Context: an optimization exercise on an open-source flow, tuned for small area and a short achievable clock period. The choices shown serve that exercise and are no tape-out recipe.
For this run, only the layout was checked, not whether the RTL still works.

==> design.v <==
module enigma_part3(clk, srst_n, load, encrypt, crypt_mode, table_idx, code_in, code_out, code_valid);
input clk;
input srst_n;
input load;
input encrypt;
input crypt_mode;
input [1:0] table_idx;
input [5:0] code_in;
output [5:0] code_out;
output code_valid;
integer k;
reg idle_q, ready_q;
reg valid_q;
reg cm_q;
reg [5:0] off_q;
reg [1:0] dA_q;
reg [5:0] rB_q;
reg [5:0] pb [0:31];
reg [5:0] a0 [0:63];
reg [5:0] br [0:63];
wire [5:0] bn [0:63];
wire in_load = ~idle_q & ~ready_q & load;
wire ld_pb = in_load & (table_idx == 2'd0);
wire ld_a  = in_load & (table_idx == 2'd1);
wire ld_b  = in_load & (table_idx == 2'd2);
wire sym   = ready_q & encrypt;
assign code_valid = valid_q;
wire [5:0] ref_v = ~rB_q;
reg [5:0] rotB_b;
reg [5:0] ka;
always @* begin
  rotB_b = 6'd0;
  for (k = 0; k < 64; k = k + 1)
    if (br[k] == ref_v) rotB_b = rotB_b | k[5:0];
  ka = 6'd0;
  for (k = 0; k < 64; k = k + 1)
    if (a0[k] == rotB_b) ka = ka | k[5:0];
end
wire [5:0] rotA_b = ka + off_q;
reg [5:0] pb_b;
reg hit_b;
always @* begin
  pb_b = 6'd0; hit_b = 1'b0;
  for (k = 0; k < 32; k = k + 1)
    if (pb[k] == rotA_b) begin pb_b = pb_b | pb[k ^ 1]; hit_b = 1'b1; end
end
assign code_out = {6{valid_q}} & (hit_b ? pb_b : rotA_b);
wire [1:0] d_a = valid_q ? (cm_q ? rotB_b[1:0] : dA_q) : 2'd0;
wire [5:0] off_e = off_q + {4'd0, d_a};
wire [2:0] m_e = valid_q ? (rB_q[2:0] ^ {3{cm_q}}) : 3'd0;
reg [5:0] pb_f;
reg hit_f;
always @* begin
  pb_f = 6'd0; hit_f = 1'b0;
  for (k = 0; k < 32; k = k + 1)
    if (pb[k] == code_in) begin pb_f = pb_f | pb[k ^ 1]; hit_f = 1'b1; end
end
wire [5:0] pbo = hit_f ? pb_f : code_in;
wire [5:0] aidx = pbo - off_e;
wire [5:0] rotA_o = a0[aidx];
wire [5:0] rotB_o = bn[rotA_o];
assign bn[0] = (m_e == 3'd0) ? br[20] : (m_e == 3'd1) ? br[21] : (m_e == 3'd2) ? br[22] : (m_e == 3'd3) ? br[17] : (m_e == 3'd4) ? br[16] : (m_e == 3'd5) ? br[20] : (m_e == 3'd6) ? br[21] : br[19];
assign bn[1] = (m_e == 3'd0) ? br[50] : (m_e == 3'd1) ? br[51] : (m_e == 3'd2) ? br[48] : (m_e == 3'd3) ? br[53] : (m_e == 3'd4) ? br[54] : (m_e == 3'd5) ? br[55] : (m_e == 3'd6) ? br[51] : br[53];
assign bn[2] = (m_e == 3'd0) ? br[8] : (m_e == 3'd1) ? br[9] : (m_e == 3'd2) ? br[10] : (m_e == 3'd3) ? br[8] : (m_e == 3'd4) ? br[12] : (m_e == 3'd5) ? br[13] : (m_e == 3'd6) ? br[14] : br[15];
assign bn[3] = (m_e == 3'd0) ? br[36] : (m_e == 3'd1) ? br[37] : (m_e == 3'd2) ? br[38] : (m_e == 3'd3) ? br[33] : (m_e == 3'd4) ? br[32] : (m_e == 3'd5) ? br[36] : (m_e == 3'd6) ? br[37] : br[35];
assign bn[4] = (m_e == 3'd0) ? br[48] : (m_e == 3'd1) ? br[49] : (m_e == 3'd2) ? br[50] : (m_e == 3'd3) ? br[48] : (m_e == 3'd4) ? br[52] : (m_e == 3'd5) ? br[53] : (m_e == 3'd6) ? br[54] : br[55];
assign bn[5] = (m_e == 3'd0) ? br[26] : (m_e == 3'd1) ? br[27] : (m_e == 3'd2) ? br[24] : (m_e == 3'd3) ? br[29] : (m_e == 3'd4) ? br[30] : (m_e == 3'd5) ? br[31] : (m_e == 3'd6) ? br[27] : br[29];
assign bn[6] = (m_e == 3'd0) ? br[55] : (m_e == 3'd1) ? br[54] : (m_e == 3'd2) ? br[53] : (m_e == 3'd3) ? br[55] : (m_e == 3'd4) ? br[51] : (m_e == 3'd5) ? br[50] : (m_e == 3'd6) ? br[49] : br[48];
assign bn[7] = (m_e == 3'd0) ? br[13] : (m_e == 3'd1) ? br[12] : (m_e == 3'd2) ? br[15] : (m_e == 3'd3) ? br[10] : (m_e == 3'd4) ? br[9] : (m_e == 3'd5) ? br[8] : (m_e == 3'd6) ? br[12] : br[10];
assign bn[8] = (m_e == 3'd0) ? br[44] : (m_e == 3'd1) ? br[45] : (m_e == 3'd2) ? br[46] : (m_e == 3'd3) ? br[41] : (m_e == 3'd4) ? br[40] : (m_e == 3'd5) ? br[44] : (m_e == 3'd6) ? br[45] : br[43];
assign bn[9] = (m_e == 3'd0) ? br[43] : (m_e == 3'd1) ? br[42] : (m_e == 3'd2) ? br[41] : (m_e == 3'd3) ? br[46] : (m_e == 3'd4) ? br[47] : (m_e == 3'd5) ? br[43] : (m_e == 3'd6) ? br[42] : br[44];
assign bn[10] = (m_e == 3'd0) ? br[10] : (m_e == 3'd1) ? br[11] : (m_e == 3'd2) ? br[8] : (m_e == 3'd3) ? br[13] : (m_e == 3'd4) ? br[14] : (m_e == 3'd5) ? br[15] : (m_e == 3'd6) ? br[11] : br[13];
assign bn[11] = (m_e == 3'd0) ? br[52] : (m_e == 3'd1) ? br[53] : (m_e == 3'd2) ? br[54] : (m_e == 3'd3) ? br[49] : (m_e == 3'd4) ? br[48] : (m_e == 3'd5) ? br[52] : (m_e == 3'd6) ? br[53] : br[51];
assign bn[12] = (m_e == 3'd0) ? br[54] : (m_e == 3'd1) ? br[55] : (m_e == 3'd2) ? br[52] : (m_e == 3'd3) ? br[51] : (m_e == 3'd4) ? br[50] : (m_e == 3'd5) ? br[49] : (m_e == 3'd6) ? br[48] : br[49];
assign bn[13] = (m_e == 3'd0) ? br[25] : (m_e == 3'd1) ? br[24] : (m_e == 3'd2) ? br[27] : (m_e == 3'd3) ? br[28] : (m_e == 3'd4) ? br[29] : (m_e == 3'd5) ? br[30] : (m_e == 3'd6) ? br[31] : br[30];
assign bn[14] = (m_e == 3'd0) ? br[41] : (m_e == 3'd1) ? br[40] : (m_e == 3'd2) ? br[43] : (m_e == 3'd3) ? br[44] : (m_e == 3'd4) ? br[45] : (m_e == 3'd5) ? br[46] : (m_e == 3'd6) ? br[47] : br[46];
assign bn[15] = (m_e == 3'd0) ? br[0] : (m_e == 3'd1) ? br[1] : (m_e == 3'd2) ? br[2] : (m_e == 3'd3) ? br[0] : (m_e == 3'd4) ? br[4] : (m_e == 3'd5) ? br[5] : (m_e == 3'd6) ? br[6] : br[7];
assign bn[16] = (m_e == 3'd0) ? br[63] : (m_e == 3'd1) ? br[62] : (m_e == 3'd2) ? br[61] : (m_e == 3'd3) ? br[63] : (m_e == 3'd4) ? br[59] : (m_e == 3'd5) ? br[58] : (m_e == 3'd6) ? br[57] : br[56];
assign bn[17] = (m_e == 3'd0) ? br[16] : (m_e == 3'd1) ? br[17] : (m_e == 3'd2) ? br[18] : (m_e == 3'd3) ? br[16] : (m_e == 3'd4) ? br[20] : (m_e == 3'd5) ? br[21] : (m_e == 3'd6) ? br[22] : br[23];
assign bn[18] = (m_e == 3'd0) ? br[34] : (m_e == 3'd1) ? br[35] : (m_e == 3'd2) ? br[32] : (m_e == 3'd3) ? br[37] : (m_e == 3'd4) ? br[38] : (m_e == 3'd5) ? br[39] : (m_e == 3'd6) ? br[35] : br[37];
assign bn[19] = (m_e == 3'd0) ? br[6] : (m_e == 3'd1) ? br[7] : (m_e == 3'd2) ? br[4] : (m_e == 3'd3) ? br[3] : (m_e == 3'd4) ? br[2] : (m_e == 3'd5) ? br[1] : (m_e == 3'd6) ? br[0] : br[1];
assign bn[20] = (m_e == 3'd0) ? br[61] : (m_e == 3'd1) ? br[60] : (m_e == 3'd2) ? br[63] : (m_e == 3'd3) ? br[58] : (m_e == 3'd4) ? br[57] : (m_e == 3'd5) ? br[56] : (m_e == 3'd6) ? br[60] : br[58];
assign bn[21] = (m_e == 3'd0) ? br[30] : (m_e == 3'd1) ? br[31] : (m_e == 3'd2) ? br[28] : (m_e == 3'd3) ? br[27] : (m_e == 3'd4) ? br[26] : (m_e == 3'd5) ? br[25] : (m_e == 3'd6) ? br[24] : br[25];
assign bn[22] = (m_e == 3'd0) ? br[7] : (m_e == 3'd1) ? br[6] : (m_e == 3'd2) ? br[5] : (m_e == 3'd3) ? br[7] : (m_e == 3'd4) ? br[3] : (m_e == 3'd5) ? br[2] : (m_e == 3'd6) ? br[1] : br[0];
assign bn[23] = (m_e == 3'd0) ? br[5] : (m_e == 3'd1) ? br[4] : (m_e == 3'd2) ? br[7] : (m_e == 3'd3) ? br[2] : (m_e == 3'd4) ? br[1] : (m_e == 3'd5) ? br[0] : (m_e == 3'd6) ? br[4] : br[2];
assign bn[24] = (m_e == 3'd0) ? br[47] : (m_e == 3'd1) ? br[46] : (m_e == 3'd2) ? br[45] : (m_e == 3'd3) ? br[47] : (m_e == 3'd4) ? br[43] : (m_e == 3'd5) ? br[42] : (m_e == 3'd6) ? br[41] : br[40];
assign bn[25] = (m_e == 3'd0) ? br[17] : (m_e == 3'd1) ? br[16] : (m_e == 3'd2) ? br[19] : (m_e == 3'd3) ? br[20] : (m_e == 3'd4) ? br[21] : (m_e == 3'd5) ? br[22] : (m_e == 3'd6) ? br[23] : br[22];
assign bn[26] = (m_e == 3'd0) ? br[11] : (m_e == 3'd1) ? br[10] : (m_e == 3'd2) ? br[9] : (m_e == 3'd3) ? br[14] : (m_e == 3'd4) ? br[15] : (m_e == 3'd5) ? br[11] : (m_e == 3'd6) ? br[10] : br[12];
assign bn[27] = (m_e == 3'd0) ? br[38] : (m_e == 3'd1) ? br[39] : (m_e == 3'd2) ? br[36] : (m_e == 3'd3) ? br[35] : (m_e == 3'd4) ? br[34] : (m_e == 3'd5) ? br[33] : (m_e == 3'd6) ? br[32] : br[33];
assign bn[28] = (m_e == 3'd0) ? br[12] : (m_e == 3'd1) ? br[13] : (m_e == 3'd2) ? br[14] : (m_e == 3'd3) ? br[9] : (m_e == 3'd4) ? br[8] : (m_e == 3'd5) ? br[12] : (m_e == 3'd6) ? br[13] : br[11];
assign bn[29] = (m_e == 3'd0) ? br[27] : (m_e == 3'd1) ? br[26] : (m_e == 3'd2) ? br[25] : (m_e == 3'd3) ? br[30] : (m_e == 3'd4) ? br[31] : (m_e == 3'd5) ? br[27] : (m_e == 3'd6) ? br[26] : br[28];
assign bn[30] = (m_e == 3'd0) ? br[3] : (m_e == 3'd1) ? br[2] : (m_e == 3'd2) ? br[1] : (m_e == 3'd3) ? br[6] : (m_e == 3'd4) ? br[7] : (m_e == 3'd5) ? br[3] : (m_e == 3'd6) ? br[2] : br[4];
assign bn[31] = (m_e == 3'd0) ? br[9] : (m_e == 3'd1) ? br[8] : (m_e == 3'd2) ? br[11] : (m_e == 3'd3) ? br[12] : (m_e == 3'd4) ? br[13] : (m_e == 3'd5) ? br[14] : (m_e == 3'd6) ? br[15] : br[14];
assign bn[32] = (m_e == 3'd0) ? br[35] : (m_e == 3'd1) ? br[34] : (m_e == 3'd2) ? br[33] : (m_e == 3'd3) ? br[38] : (m_e == 3'd4) ? br[39] : (m_e == 3'd5) ? br[35] : (m_e == 3'd6) ? br[34] : br[36];
assign bn[33] = (m_e == 3'd0) ? br[14] : (m_e == 3'd1) ? br[15] : (m_e == 3'd2) ? br[12] : (m_e == 3'd3) ? br[11] : (m_e == 3'd4) ? br[10] : (m_e == 3'd5) ? br[9] : (m_e == 3'd6) ? br[8] : br[9];
assign bn[34] = (m_e == 3'd0) ? br[40] : (m_e == 3'd1) ? br[41] : (m_e == 3'd2) ? br[42] : (m_e == 3'd3) ? br[40] : (m_e == 3'd4) ? br[44] : (m_e == 3'd5) ? br[45] : (m_e == 3'd6) ? br[46] : br[47];
assign bn[35] = (m_e == 3'd0) ? br[56] : (m_e == 3'd1) ? br[57] : (m_e == 3'd2) ? br[58] : (m_e == 3'd3) ? br[56] : (m_e == 3'd4) ? br[60] : (m_e == 3'd5) ? br[61] : (m_e == 3'd6) ? br[62] : br[63];
assign bn[36] = (m_e == 3'd0) ? br[32] : (m_e == 3'd1) ? br[33] : (m_e == 3'd2) ? br[34] : (m_e == 3'd3) ? br[32] : (m_e == 3'd4) ? br[36] : (m_e == 3'd5) ? br[37] : (m_e == 3'd6) ? br[38] : br[39];
assign bn[37] = (m_e == 3'd0) ? br[57] : (m_e == 3'd1) ? br[56] : (m_e == 3'd2) ? br[59] : (m_e == 3'd3) ? br[60] : (m_e == 3'd4) ? br[61] : (m_e == 3'd5) ? br[62] : (m_e == 3'd6) ? br[63] : br[62];
assign bn[38] = (m_e == 3'd0) ? br[49] : (m_e == 3'd1) ? br[48] : (m_e == 3'd2) ? br[51] : (m_e == 3'd3) ? br[52] : (m_e == 3'd4) ? br[53] : (m_e == 3'd5) ? br[54] : (m_e == 3'd6) ? br[55] : br[54];
assign bn[39] = (m_e == 3'd0) ? br[21] : (m_e == 3'd1) ? br[20] : (m_e == 3'd2) ? br[23] : (m_e == 3'd3) ? br[18] : (m_e == 3'd4) ? br[17] : (m_e == 3'd5) ? br[16] : (m_e == 3'd6) ? br[20] : br[18];
assign bn[40] = (m_e == 3'd0) ? br[19] : (m_e == 3'd1) ? br[18] : (m_e == 3'd2) ? br[17] : (m_e == 3'd3) ? br[22] : (m_e == 3'd4) ? br[23] : (m_e == 3'd5) ? br[19] : (m_e == 3'd6) ? br[18] : br[20];
assign bn[41] = (m_e == 3'd0) ? br[45] : (m_e == 3'd1) ? br[44] : (m_e == 3'd2) ? br[47] : (m_e == 3'd3) ? br[42] : (m_e == 3'd4) ? br[41] : (m_e == 3'd5) ? br[40] : (m_e == 3'd6) ? br[44] : br[42];
assign bn[42] = (m_e == 3'd0) ? br[18] : (m_e == 3'd1) ? br[19] : (m_e == 3'd2) ? br[16] : (m_e == 3'd3) ? br[21] : (m_e == 3'd4) ? br[22] : (m_e == 3'd5) ? br[23] : (m_e == 3'd6) ? br[19] : br[21];
assign bn[43] = (m_e == 3'd0) ? br[60] : (m_e == 3'd1) ? br[61] : (m_e == 3'd2) ? br[62] : (m_e == 3'd3) ? br[57] : (m_e == 3'd4) ? br[56] : (m_e == 3'd5) ? br[60] : (m_e == 3'd6) ? br[61] : br[59];
assign bn[44] = (m_e == 3'd0) ? br[15] : (m_e == 3'd1) ? br[14] : (m_e == 3'd2) ? br[13] : (m_e == 3'd3) ? br[15] : (m_e == 3'd4) ? br[11] : (m_e == 3'd5) ? br[10] : (m_e == 3'd6) ? br[9] : br[8];
assign bn[45] = (m_e == 3'd0) ? br[22] : (m_e == 3'd1) ? br[23] : (m_e == 3'd2) ? br[20] : (m_e == 3'd3) ? br[19] : (m_e == 3'd4) ? br[18] : (m_e == 3'd5) ? br[17] : (m_e == 3'd6) ? br[16] : br[17];
assign bn[46] = (m_e == 3'd0) ? br[53] : (m_e == 3'd1) ? br[52] : (m_e == 3'd2) ? br[55] : (m_e == 3'd3) ? br[50] : (m_e == 3'd4) ? br[49] : (m_e == 3'd5) ? br[48] : (m_e == 3'd6) ? br[52] : br[50];
assign bn[47] = (m_e == 3'd0) ? br[4] : (m_e == 3'd1) ? br[5] : (m_e == 3'd2) ? br[6] : (m_e == 3'd3) ? br[1] : (m_e == 3'd4) ? br[0] : (m_e == 3'd5) ? br[4] : (m_e == 3'd6) ? br[5] : br[3];
assign bn[48] = (m_e == 3'd0) ? br[1] : (m_e == 3'd1) ? br[0] : (m_e == 3'd2) ? br[3] : (m_e == 3'd3) ? br[4] : (m_e == 3'd4) ? br[5] : (m_e == 3'd5) ? br[6] : (m_e == 3'd6) ? br[7] : br[6];
assign bn[49] = (m_e == 3'd0) ? br[46] : (m_e == 3'd1) ? br[47] : (m_e == 3'd2) ? br[44] : (m_e == 3'd3) ? br[43] : (m_e == 3'd4) ? br[42] : (m_e == 3'd5) ? br[41] : (m_e == 3'd6) ? br[40] : br[41];
assign bn[50] = (m_e == 3'd0) ? br[2] : (m_e == 3'd1) ? br[3] : (m_e == 3'd2) ? br[0] : (m_e == 3'd3) ? br[5] : (m_e == 3'd4) ? br[6] : (m_e == 3'd5) ? br[7] : (m_e == 3'd6) ? br[3] : br[5];
assign bn[51] = (m_e == 3'd0) ? br[62] : (m_e == 3'd1) ? br[63] : (m_e == 3'd2) ? br[60] : (m_e == 3'd3) ? br[59] : (m_e == 3'd4) ? br[58] : (m_e == 3'd5) ? br[57] : (m_e == 3'd6) ? br[56] : br[57];
assign bn[52] = (m_e == 3'd0) ? br[28] : (m_e == 3'd1) ? br[29] : (m_e == 3'd2) ? br[30] : (m_e == 3'd3) ? br[25] : (m_e == 3'd4) ? br[24] : (m_e == 3'd5) ? br[28] : (m_e == 3'd6) ? br[29] : br[27];
assign bn[53] = (m_e == 3'd0) ? br[31] : (m_e == 3'd1) ? br[30] : (m_e == 3'd2) ? br[29] : (m_e == 3'd3) ? br[31] : (m_e == 3'd4) ? br[27] : (m_e == 3'd5) ? br[26] : (m_e == 3'd6) ? br[25] : br[24];
assign bn[54] = (m_e == 3'd0) ? br[23] : (m_e == 3'd1) ? br[22] : (m_e == 3'd2) ? br[21] : (m_e == 3'd3) ? br[23] : (m_e == 3'd4) ? br[19] : (m_e == 3'd5) ? br[18] : (m_e == 3'd6) ? br[17] : br[16];
assign bn[55] = (m_e == 3'd0) ? br[58] : (m_e == 3'd1) ? br[59] : (m_e == 3'd2) ? br[56] : (m_e == 3'd3) ? br[61] : (m_e == 3'd4) ? br[62] : (m_e == 3'd5) ? br[63] : (m_e == 3'd6) ? br[59] : br[61];
assign bn[56] = (m_e == 3'd0) ? br[29] : (m_e == 3'd1) ? br[28] : (m_e == 3'd2) ? br[31] : (m_e == 3'd3) ? br[26] : (m_e == 3'd4) ? br[25] : (m_e == 3'd5) ? br[24] : (m_e == 3'd6) ? br[28] : br[26];
assign bn[57] = (m_e == 3'd0) ? br[33] : (m_e == 3'd1) ? br[32] : (m_e == 3'd2) ? br[35] : (m_e == 3'd3) ? br[36] : (m_e == 3'd4) ? br[37] : (m_e == 3'd5) ? br[38] : (m_e == 3'd6) ? br[39] : br[38];
assign bn[58] = (m_e == 3'd0) ? br[51] : (m_e == 3'd1) ? br[50] : (m_e == 3'd2) ? br[49] : (m_e == 3'd3) ? br[54] : (m_e == 3'd4) ? br[55] : (m_e == 3'd5) ? br[51] : (m_e == 3'd6) ? br[50] : br[52];
assign bn[59] = (m_e == 3'd0) ? br[42] : (m_e == 3'd1) ? br[43] : (m_e == 3'd2) ? br[40] : (m_e == 3'd3) ? br[45] : (m_e == 3'd4) ? br[46] : (m_e == 3'd5) ? br[47] : (m_e == 3'd6) ? br[43] : br[45];
assign bn[60] = (m_e == 3'd0) ? br[24] : (m_e == 3'd1) ? br[25] : (m_e == 3'd2) ? br[26] : (m_e == 3'd3) ? br[24] : (m_e == 3'd4) ? br[28] : (m_e == 3'd5) ? br[29] : (m_e == 3'd6) ? br[30] : br[31];
assign bn[61] = (m_e == 3'd0) ? br[39] : (m_e == 3'd1) ? br[38] : (m_e == 3'd2) ? br[37] : (m_e == 3'd3) ? br[39] : (m_e == 3'd4) ? br[35] : (m_e == 3'd5) ? br[34] : (m_e == 3'd6) ? br[33] : br[32];
assign bn[62] = (m_e == 3'd0) ? br[37] : (m_e == 3'd1) ? br[36] : (m_e == 3'd2) ? br[39] : (m_e == 3'd3) ? br[34] : (m_e == 3'd4) ? br[33] : (m_e == 3'd5) ? br[32] : (m_e == 3'd6) ? br[36] : br[34];
assign bn[63] = (m_e == 3'd0) ? br[59] : (m_e == 3'd1) ? br[58] : (m_e == 3'd2) ? br[57] : (m_e == 3'd3) ? br[62] : (m_e == 3'd4) ? br[63] : (m_e == 3'd5) ? br[59] : (m_e == 3'd6) ? br[58] : br[60];
always @(posedge clk) begin
  if (~srst_n) begin
    idle_q <= 1'b1;
    ready_q <= 1'b0;
    valid_q <= 1'b0;
    off_q <= 6'd0;
  end else begin
    idle_q <= 1'b0;
    if (~idle_q & ~load) ready_q <= 1'b1;
    if (sym) begin
      valid_q <= 1'b1;
      off_q <= off_e;
    end
  end
end
always @(posedge clk) begin
  if (sym) begin
    cm_q <= crypt_mode;
    dA_q <= rotA_o[1:0];
    rB_q <= rotB_o;
  end
end
always @(posedge clk) begin
  if (ld_pb) begin
    for (k = 0; k < 31; k = k + 1) pb[k] <= pb[k + 1];
    pb[31] <= code_in;
  end
end
always @(posedge clk) begin
  if (ld_a) begin
    for (k = 0; k < 63; k = k + 1) a0[k] <= a0[k + 1];
    a0[63] <= code_in;
  end
end
always @(posedge clk) begin
  if (ld_b) begin
    br[20] <= br[50];
    br[50] <= br[8];
    br[8] <= br[36];
    br[36] <= br[48];
    br[48] <= br[26];
    br[26] <= br[55];
    br[55] <= br[13];
    br[13] <= br[44];
    br[44] <= br[43];
    br[43] <= br[10];
    br[10] <= br[52];
    br[52] <= br[54];
    br[54] <= br[25];
    br[25] <= br[41];
    br[41] <= br[0];
    br[0] <= br[63];
    br[63] <= br[16];
    br[16] <= br[34];
    br[34] <= br[6];
    br[6] <= br[61];
    br[61] <= br[30];
    br[30] <= br[7];
    br[7] <= br[5];
    br[5] <= br[47];
    br[47] <= br[17];
    br[17] <= br[11];
    br[11] <= br[38];
    br[38] <= br[12];
    br[12] <= br[27];
    br[27] <= br[3];
    br[3] <= br[9];
    br[9] <= br[35];
    br[35] <= br[14];
    br[14] <= br[40];
    br[40] <= br[56];
    br[56] <= br[32];
    br[32] <= br[57];
    br[57] <= br[49];
    br[49] <= br[21];
    br[21] <= br[19];
    br[19] <= br[45];
    br[45] <= br[18];
    br[18] <= br[60];
    br[60] <= br[15];
    br[15] <= br[22];
    br[22] <= br[53];
    br[53] <= br[4];
    br[4] <= br[1];
    br[1] <= br[46];
    br[46] <= br[2];
    br[2] <= br[62];
    br[62] <= br[28];
    br[28] <= br[31];
    br[31] <= br[23];
    br[23] <= br[58];
    br[58] <= br[29];
    br[29] <= br[33];
    br[33] <= br[51];
    br[51] <= br[42];
    br[42] <= br[24];
    br[24] <= br[39];
    br[39] <= br[37];
    br[37] <= br[59];
    br[59] <= code_in;
  end else if (sym) begin
    for (k = 0; k < 64; k = k + 1) br[k] <= bn[k];
  end
end
endmodule
==> run.sh <==
#!/bin/bash
# synth_recipe.tcl (not shown) runs the flow's synth.tcl, then flattens the netlist and writes it again
# the make line also repeats each setting of config.mk as NAME=value (left out here)
make -C /OpenROAD-flow-scripts/flow DESIGN_CONFIG=/design/flow/config.mk WORK_HOME=/design/flow/orfs CLKGATE_MAP_FILE= SYNTH_SCRIPT=/design/flow/synth_recipe.tcl finish
==> config.mk <==
export PLATFORM = sky130hd
export DESIGN_NAME = enigma_part3
export DESIGN_NICKNAME = enigma_part3
export VERILOG_FILES = /design/flow/design.v
export SDC_FILE = /design/flow/constraint.sdc
export NUM_CORES = 8
export LEC_CHECK = 0
export CAP_MARGIN = 20
export CORE_MARGIN = 2
export CORE_UTILIZATION = 20
export PLACE_DENSITY = 0.3
export SLEW_MARGIN = 20
==> constraint.sdc <==
create_clock -name core_clock -period 30.0 [get_ports {clk}]
set_input_delay 6.0000 -clock core_clock [delete_from_list [all_inputs] [get_ports {clk}]]
set_output_delay 6.0000 -clock core_clock [all_outputs]
set_load 0.01 [all_outputs]
==> run notes <==
vias per cell = 5.805
Sequential Area = 29280 µm²
post-synthesis cell count = 10930
synthesized net count = 10960
Post-CTS Setup Inserts = 0
Critical Path RT = 24.00 ns
TritonCTS buffer count = 142
CTS tree = done
most common cell in the netlist = nor2_1
largest net degree at the start of global routing = 136
Chip Height = 658.8 µm
worst path arrival time = 14.45 ns
RSZ-0062 raised after global routing = no
Root Buffer = clkbuf_16
ys async rst share = 0%
WL met2 = 299000 µm
Max-Cap Viols = 0
H-Tree Level Count = 4
critical-path maximum fanout = 69
DP Worst Slack = 10.53 ns
GP Congestion = 1.001
Clock Pin Slew Worst Setup and Hold Paths = 0.06 ns
number of vias in the routed layout = 92940
CP max stage cell = buf_4
Setup Skew = 0.06776 ns
worst-margin pin slew = 1.223 ns
Clock Path Buffers = 4
CP Launch Type = flop
wirelength, routed = 656500 µm
minimum clock period = 20.45 ns
Placement Cell Area = 91760 µm²
Hold Violations, Final = 0
register area share after synthesis = 34.14%
Final TNS setup = 0 ns
PostCTS Resize Cnt = 0
synthesized area = 85760 µm²
synth top area cells = edfxtp_1 (34%), a21oi_1 (6.6%), nor2_1 (6.1%)
GRT Residual Overflow = 0
Unique masters post-synth = 106
std cell rows = 240
worst skew pair latency = 0.88 ns
multi-input logic area = 51020 µm²
number of flops mapped to enable cells by yosys = 969
I/O Pins = 20
PortBufs = 19
area delta synth->final = 12.53%
Routed Antenna Nets = 0
Worst setup EP type = output port
# hold bufs at CTS = 0
DPL Wire Length = 463600 µm
Rel. slew slack = 18.21%
hold_ws = 0.4920 ns
drt wl/cell = 41.01 µm
wl on met1 = 274800 µm
initial antenna violation count = 49
DR top layer = met5
Worst Setup Path Type = reg2out
Initial Utilization = 20.08%
Final WS setup = 9.550 ns
HP Class = reg2reg
total placed cells including tap cells = 15740
Final Non-Filler Cells = 16010
Period Utilization, post-route = 68.17%
clock sink count = 978
TritonRoute pass-1 iters = 7
Slew Limit Fails = 0
design area = 96510 µm²
metal3 WL = 44140 µm
layout cells sized above 1 = 8.738%
Seq cells post-synth = 978
Layout Utilization = 22.60%
top cell types by occurrence after synthesis = nor2_1 (1391), nand2_1 (1304), a21oi_1 (1129)
first-pass GRT wire length = 864500 µm
fmax = 48.90 MHz
number of setup violations in the final report = 0
1st-iter DRT viols = 11960
run status = timing/DRC/antenna clean
Fillers = 47000
detailed-route DRC error count = 0
CP max stage delay = 0.86 ns
Yosys warning count = 4
die width = 658.8 µm
Syn Area/Cell = 7.845 µm²
die area = 434100 µm²
ys flop type = edfxtp_1
final net count = 10230
Core ar. = 427000 µm²
vias in the first global route = 86320
gr usage total = 29.01%
top cell type by total area after synthesis = edfxtp_1
Synth top area share = 33.93%
-- cell families after synthesis --
| kind of cell | synth area share (%) |
|---|---|
| muxes | 1.421 |
| AOI/OAI and AO/OA | 24.52 |
| DFF | 34.14 |
| and+or+nand+nor | 21.52 |
| xor gates and xnor gates | 11.10 |
| buffers and inverters | 7.047 |
| adders and majority gates | 0.2451 |
-- cells in the final DEF, fill, tap and decap left out, drive strengths merged, types with 178 or more instances in the layout --
master,count
nor2,1395
nand2,1304
a21oi,1129
edfxtp,969
xnor2,552
xor2,531
a211oi,519
buf,514
nor3,484
o21ai,348
nand3,274
a311oi,230
a221oi,184
nand4,178
-- sequential cells by signal, summed over array words and instances (netlist names) --
signal	count
off_q	6
br	384
valid_q	1
a0	384
pb	192
dA_q	2
idle_q	1
rB_q	6
cm_q	1
ready_q	1
-- path summary, 6_finish.rpt --
check	startpoint	end	slack, ns	cells past startpoint
worst max-delay path	rB_q[4]$_DFFE_PP_	code_out[3]	9.55	33
worst min-delay path	a0[39][0]$_DFFE_PP_	a0[38][0]$_DFFE_PP_	0.49	0
worst max register to register	rB_q[3]$_DFFE_PP_	rB_q[4]$_DFFE_PP_	15.32	33
worst min register to register	a0[39][0]$_DFFE_PP_	a0[38][0]$_DFFE_PP_	0.49	0
-- worst max-delay path: cells and delay by family (launching register included) --
family          cells  cell delay, ns
simple gates       15            5.92
buf+inv             5            2.93
compound gates      9            2.89
flops               1            0.81
xor+xnor            3            0.46
fa+ha+maj           1            0.28
-- area by class of cell --
type	count	share of cell area, %
Clock buffer	173	3.933
Clock inverter	74	0.9127
Inverter	48	0.1880
Antenna cell	22	0.05704
Timing Repair Buffer	527	4.333
Tap cell	5687	7.373
Multi-Input combinational cell	8500	52.87
Sequential cell	978	30.34
-- layer usage --
layer  vias to the layer above  GRT usage [%]
met1                     47740          37.62
li1                      38680              -
met4                        14          14.48
met3                      1190          4.185
met2                      5307          46.94
met5                         -              0

## port drivers added, routing unchanged
No port has a modelled driver above. Below, the same layout with a new extraction and two added sets of constraints.
Step 1: set_driving_cell puts a clkbuf_16 on clk and a buf_2 on each other input, an assumption about the parent block.
Step 2, shift: input delay + t, output delay - t, t = (earliest + latest rising clock arrival at the registers) / 2. This alone moves slack from input paths to output paths.
a / b / c = ideal / step 1 / step 2; a / b = the first two.
t (ns): 0.955
setup WS [ns]: 9.550 / 9.446 / 10.301
worst setup path after step 2: input to register
clock arrival spread, ns: 0.070 / 0.070
worst slew at a driven data input, ns: 0.05
After both steps setup and hold are still met in this run. For this run, drivers alone change the setup slack by -0.104 ns; drivers and shift together by +0.751 ns.
